From an optimization exercise on the open Yosys and OpenROAD flow, aimed at small area, a short achievable clock period and few clock cycles per item; shortcuts taken in it are not production practice. At most, simulation tests tie the RTL to the original design; equivalence was not proved.

== run 1 ==
==> module tv_div, before the edit <==
module tv_div (
    input  logic        clk,
    input  logic        rst_n,
    input  logic        start,          
    input  logic        op_unsigned,    
    input  logic        op_rem,         
    input  logic [31:0] dividend,
    input  logic [31:0] divisor,
    output logic        busy,
    output logic        result_valid,
    output logic [31:0] result
);
  localparam int M  = 1;            
  localparam int LM = $clog2(M);
  localparam int DW = 32 + M - 1;   
  localparam logic [1:0] S_IDLE = 2'd0, S_ALIGN = 2'd1, S_ITER = 2'd2, S_DONE = 2'd3;
  logic [1:0]    state;
  logic [31:0]   r, q;
  logic [DW-1:0] d;
  logic [4:0]    cnt;
  logic          rem, neg;
  function automatic logic [5:0] lzc32(input logic [31:0] x);
    logic [15:0] v1; logic [15:0] c1;
    logic [7:0]  v2; logic [1:0] c2 [8];
    logic [3:0]  v3; logic [2:0] c3 [4];
    logic [1:0]  v4; logic [3:0] c4 [2];
    logic [4:0]  c5;
    for (int i = 0; i < 16; i++) begin
      v1[i] = x[2*i+1] | x[2*i];
      c1[i] = ~x[2*i+1];
    end
    for (int i = 0; i < 8; i++) begin
      v2[i] = v1[2*i+1] | v1[2*i];
      c2[i] = v1[2*i+1] ? {1'b0, c1[2*i+1]} : {1'b1, c1[2*i]};
    end
    for (int i = 0; i < 4; i++) begin
      v3[i] = v2[2*i+1] | v2[2*i];
      c3[i] = v2[2*i+1] ? {1'b0, c2[2*i+1]} : {1'b1, c2[2*i]};
    end
    for (int i = 0; i < 2; i++) begin
      v4[i] = v3[2*i+1] | v3[2*i];
      c4[i] = v3[2*i+1] ? {1'b0, c3[2*i+1]} : {1'b1, c3[2*i]};
    end
    c5 = v4[1] ? {1'b0, c4[1]} : {1'b1, c4[0]};
    lzc32 = (v4[1] | v4[0]) ? {1'b0, c5} : 6'd32;
  endfunction
  function automatic logic [31:0] cneg32(input logic [31:0] x, input logic s);
    logic [31:0] o [6];   
    o[0] = x;
    for (int k = 0; k < 5; k++)
      for (int i = 0; i < 32; i++)
        o[k+1][i] = ((i >> k) & 1) ? (o[k][i] | o[k][((i >> k) << k) - 1]) : o[k][i];
    cneg32 = x ^ ({32{s}} & {o[5][30:0], 1'b0});
  endfunction
  wire align = (state == S_ALIGN);
  wire iter  = (state == S_ITER);
  logic [31:0]   rs   [0:M];
  logic [M-1:0]  g;
  logic [DW:0]   diff [0:M-1];
  logic [5:0]    lz_r, lz_d;
  logic [5:0]    sh;
  logic          dz, lt, same;
  assign lz_r = lzc32(r);
  assign lz_d = lzc32(d[31:0]);
  assign sh   = lz_d - lz_r;          
  assign dz   = lz_d[5];              
  assign same = (lz_r == lz_d);
  always_comb begin
    rs[0] = r;
    for (int j = 0; j < M; j++) begin
      diff[j] = {1'b0, {(DW - 32){1'b0}}, rs[j]} - {1'b0, (d >> j)};
      if (j == 0) g[M-1-j] = ~diff[j][DW] & (iter | (align & same));
      else        g[M-1-j] = ~diff[j][DW] & iter;
      rs[j+1] = g[M-1-j] ? diff[j][31:0] : rs[j];
    end
  end
  assign lt = diff[0][DW];            
  wire done0  = align & lt;           
  wire signed_op = ~op_unsigned;
  assign busy         = (state == S_ITER) | (align & ~lt);
  assign result_valid = (state == S_DONE) | done0;
  wire cap = start & ~busy;
  wire [31:0] abs_a = cneg32(dividend, signed_op & dividend[31]);
  wire [31:0] abs_b = cneg32(divisor, signed_op & divisor[31]);
  logic [5:0] sh_pad;
  assign sh_pad = sh | 6'(M - 1);
  always_ff @(posedge clk) begin
    if (!rst_n) state <= S_IDLE;
    else begin
      case (state)
        S_ALIGN: state <= lt ? (cap ? S_ALIGN : S_IDLE) : ((dz | same) ? S_DONE : S_ITER);
        S_ITER:  state <= (cnt == 5'd0) ? S_DONE : S_ITER;
        default: state <= cap ? S_ALIGN : S_IDLE;
      endcase
    end
  end
  always_ff @(posedge clk) begin
    cnt <= align ? 5'(sh_pad >> LM) : cnt - 5'd1;
    if (cap) begin
      r   <= abs_a;
      d   <= DW'(abs_b);
      rem <= op_rem;
      neg <= signed_op & (op_rem ? dividend[31] : (dividend[31] ^ divisor[31]));
    end else begin
      r <= rs[M];
      d <= align ? (DW'(d[31:0]) << sh_pad[4:0]) : (d >> M);
      if (align & dz & ~rem) neg <= 1'b0;
    end
    if (cap) q <= 32'd0;
    else     q <= {q[31-M:0], align ? {{(M-1){1'b0}}, g[M-1]} : g} | {32{align & dz}};
  end
  wire [31:0] x = rem ? r : q;
  assign result = cneg32(x, neg);
endmodule
==> flow/config.mk <==
export PLATFORM = sky130hd
export DESIGN_NAME = tv_div
export DESIGN_NICKNAME = tv_div
export VERILOG_FILES = /design/flow/design.v
export SDC_FILE = /design/flow/constraint.sdc
export NUM_CORES = 4
export LEC_CHECK = 0
export ABC_AREA = 1
export CAP_MARGIN = 20
export CORE_MARGIN = 2
export CORE_UTILIZATION = 40
export SETUP_SLACK_MARGIN = 3.0
export SLEW_MARGIN = 20
==> flow/constraint.sdc <==
create_clock -name core_clock -period 7.5 [get_ports {clk}]
set_input_delay 1.5000 -clock core_clock [delete_from_list [all_inputs] [get_ports {clk}]]
set_output_delay 1.5000 -clock core_clock [all_outputs]
set_load 0.01 [all_outputs]
run.sh (not shown) runs the stock make flow with config.mk's settings and CLKGATE_MAP_FILE= SYNTH_SCRIPT=/design/flow/synth_recipe.tcl, a recipe that flattens the netlist after the stock synthesis.
Run 1: all stages complete, timing, DRC and antenna checks passed
Relative to run 1, the following input files were edited for run 3:
--- a/flow/design.v
+++ b/flow/design.v
@@ -375,9 +375,9 @@
     output logic        busy,
     output logic        result_valid,
     output logic [31:0] result
 );
-  localparam int M  = 1;            
+  localparam int M  = 2;            
   localparam int LM = $clog2(M);
   localparam int DW = 32 + M - 1;   
   localparam logic [1:0] S_IDLE = 2'd0, S_ALIGN = 2'd1, S_ITER = 2'd2, S_DONE = 2'd3;
   logic [1:0]    state;
==> comparison <==
[run 3] final sequential cell count rose 1 relative to run 1. Run 3 vs. run 1: synthesized cell count went up by 663. Of run 1 and run 3, the run reporting the lower count of fill cells added during filler insertion was run 1. Utilization: run 3 > run 1. Run 1 → run 3: synthesis-to-finish area growth now sits higher; share of the cycle needed by the critical path after routing now sits higher; actual slew at the worst max-slew pin now sits higher; fraction of synthesis flops using an asynchronous set or reset pin now sits at about the same level. Comparing the two runs side by side, run 3 comes out behind run 1 on netlist area before placement.
Testbench counts of run 3, summed over its fixed seeds: cycles 10,373, divides 2,400.
Only the layout flow was run in run 1; the RTL was not checked for function there.

========
Setup of exp/ember:
Another version of the RTL of tv_div (not shown whole).
For scale: about 1,700 cells after synthesis, ~110 flip-flops, ~100 I/O pins.
==> module tv_div, before the edit <==
module tv_div (
    input  logic        clk,
    input  logic        rst_n,
    input  logic        start,          
    input  logic        op_unsigned,    
    input  logic        op_rem,         
    input  logic [31:0] dividend,
    input  logic [31:0] divisor,
    output logic        busy,
    output logic        result_valid,
    output logic [31:0] result
);
  localparam int M  = 2;            
  localparam int LM = $clog2(M);
  localparam int DW = 32 + M - 1;   
  localparam logic [1:0] S_IDLE = 2'd0, S_ALIGN = 2'd1, S_ITER = 2'd2, S_DONE = 2'd3;
  logic [1:0]    state;
  logic [31:0]   r, q;
  logic [DW-1:0] d;
  logic [4:0]    cnt;
  logic          rem, neg;
  function automatic logic [5:0] lzc32(input logic [31:0] x);
    lzc32 = 6'd32;
    for (int i = 0; i < 32; i++) if (x[i]) lzc32 = 6'(31 - i);
  endfunction
  wire align = (state == S_ALIGN);
  wire iter  = (state == S_ITER);
  logic [31:0]   rs   [0:M];
  logic [M-1:0]  g;
  logic [DW:0]   diff [0:M-1];
  logic [5:0]    lz_r, lz_d;
  logic [5:0]    sh;
  logic          dz, lt, same;
  assign lz_r = lzc32(r);
  assign lz_d = lzc32(d[31:0]);
  assign sh   = lz_d - lz_r;          
  assign dz   = lz_d[5];              
  assign same = (lz_r == lz_d);
  always_comb begin
    rs[0] = r;
    for (int j = 0; j < M; j++) begin
      diff[j] = {1'b0, {(DW - 32){1'b0}}, rs[j]} - {1'b0, (d >> j)};
      if (j == 0) g[M-1-j] = ~diff[j][DW] & (iter | (align & same));
      else        g[M-1-j] = ~diff[j][DW] & iter;
      rs[j+1] = g[M-1-j] ? diff[j][31:0] : rs[j];
    end
  end
  assign lt = diff[0][DW];            
  wire done0  = align & lt;           
  wire signed_op = ~op_unsigned;
  assign busy         = (state == S_ITER) | (align & ~lt);
  assign result_valid = (state == S_DONE) | done0;
  wire cap = start & ~busy;
  wire [31:0] abs_a = (signed_op & dividend[31]) ? 32'(-dividend) : dividend;
  wire [31:0] abs_b = (signed_op & divisor[31]) ? 32'(-divisor) : divisor;
  logic [5:0] sh_pad;
  assign sh_pad = sh | 6'(M - 1);
  always_ff @(posedge clk) begin
    if (!rst_n) state <= S_IDLE;
    else begin
      case (state)
        S_ALIGN: state <= lt ? (cap ? S_ALIGN : S_IDLE) : ((dz | same) ? S_DONE : S_ITER);
        S_ITER:  state <= (cnt == 5'd0) ? S_DONE : S_ITER;
        default: state <= cap ? S_ALIGN : S_IDLE;
      endcase
    end
  end
  always_ff @(posedge clk) begin
    cnt <= align ? 5'(sh_pad >> LM) : cnt - 5'd1;
    if (cap) begin
      r   <= abs_a;
      d   <= DW'(abs_b);
      rem <= op_rem;
      neg <= signed_op & (op_rem ? dividend[31] : (dividend[31] ^ divisor[31]));
    end else begin
      r <= rs[M];
      d <= align ? (DW'(d[31:0]) << sh_pad[4:0]) : (d >> M);
      if (align & dz & ~rem) neg <= 1'b0;
    end
    q <= align ? {{31{dz}}, dz | g[M-1]} : {q[31-M:0], g};
  end
  wire [31:0] x = rem ? r : (align ? 32'd0 : q);
  assign result = neg ? -x : x;
endmodule
Settings: LEC_CHECK=0, CAP_MARGIN=20, CORE_MARGIN=2, CORE_UTILIZATION=40, SLEW_MARGIN=20; clock period 7.5 ns.
Testbench counts of exp/ember, summed over its fixed seeds: cycles 10,373, divides 2,400.
Changes in exp/yarrow relative to exp/ember:
--- a/flow/design.v
+++ b/flow/design.v
@@ -383,14 +383,35 @@
   logic [1:0]    state;
   logic [31:0]   r, q;
   logic [DW-1:0] d;
   logic [4:0]    cnt;
   logic          rem, neg;
   function automatic logic [5:0] lzc32(input logic [31:0] x);
-    lzc32 = 6'd32;
-    for (int i = 0; i < 32; i++) if (x[i]) lzc32 = 6'(31 - i);
+    logic [15:0] v1; logic [15:0] c1;
+    logic [7:0]  v2; logic [1:0] c2 [8];
+    logic [3:0]  v3; logic [2:0] c3 [4];
+    logic [1:0]  v4; logic [3:0] c4 [2];
+    logic [4:0]  c5;
+    for (int i = 0; i < 16; i++) begin
+      v1[i] = x[2*i+1] | x[2*i];
+      c1[i] = ~x[2*i+1];
+    end
+    for (int i = 0; i < 8; i++) begin
+      v2[i] = v1[2*i+1] | v1[2*i];
+      c2[i] = v1[2*i+1] ? {1'b0, c1[2*i+1]} : {1'b1, c1[2*i]};
+    end
+    for (int i = 0; i < 4; i++) begin
+      v3[i] = v2[2*i+1] | v2[2*i];
+      c3[i] = v2[2*i+1] ? {1'b0, c2[2*i+1]} : {1'b1, c2[2*i]};
+    end
+    for (int i = 0; i < 2; i++) begin
+      v4[i] = v3[2*i+1] | v3[2*i];
+      c4[i] = v3[2*i+1] ? {1'b0, c3[2*i+1]} : {1'b1, c3[2*i]};
+    end
+    c5 = v4[1] ? {1'b0, c4[1]} : {1'b1, c4[0]};
+    lzc32 = (v4[1] | v4[0]) ? {1'b0, c5} : 6'd32;
   endfunction
   wire align = (state == S_ALIGN);
   wire iter  = (state == S_ITER);
   logic [31:0]   rs   [0:M];
   logic [M-1:0]  g;
   logic [DW:0]   diff [0:M-1];
==> comparison <==
- exp/yarrow completed every stage of the flow, and the final layout passed the timing, DRC and antenna checks.
- Via count in exp/yarrow vs exp/ember: down 2.9%
- exp/yarrow supports a higher top clock frequency than exp/ember.
- Global-route usage for exp/yarrow: 2.3 points down relative to exp/ember
- The final area in exp/yarrow was lower than what exp/ember gave.
- Diff exp/ember -> exp/yarrow | post-placement cell count | down slightly
- Compared to exp/ember, exp/yarrow has worst path required time 0.03 ns lower.
- Sequential share of cell area of exp/yarrow is on par with exp/ember.
The RTL of exp/yarrow was laid out without a check of its function.

==> re-timing with driven ports <==
No port has a modelled driver above. Below, the same layouts with a new extraction and two added sets of constraints.
Step 1: set_driving_cell puts a clkbuf_16 on clk and a buf_2 on each other input, an assumption about the parent block.
Step 2, shift: input delay + t, output delay - t, t = (earliest + latest rising clock arrival at the registers) / 2. This alone moves slack from input paths to output paths.
a / b / c = ideal / step 1 / step 2; a / b = the first two.
run | t, ns | setup WS [ns] | pins driven straight from the clock port
run 1 | 0.404 | 3.008 / 2.960 / 3.159 | 1
run 3 | 0.435 | 2.978 / 2.978 / 2.978 | 1
exp/ember | 0.409 | 0.462 / 0.462 / 0.462 | 1
exp/yarrow | 0.413 | 0.572 / 0.572 / 0.572 | 1
After both steps setup and hold are still met in every run listed.
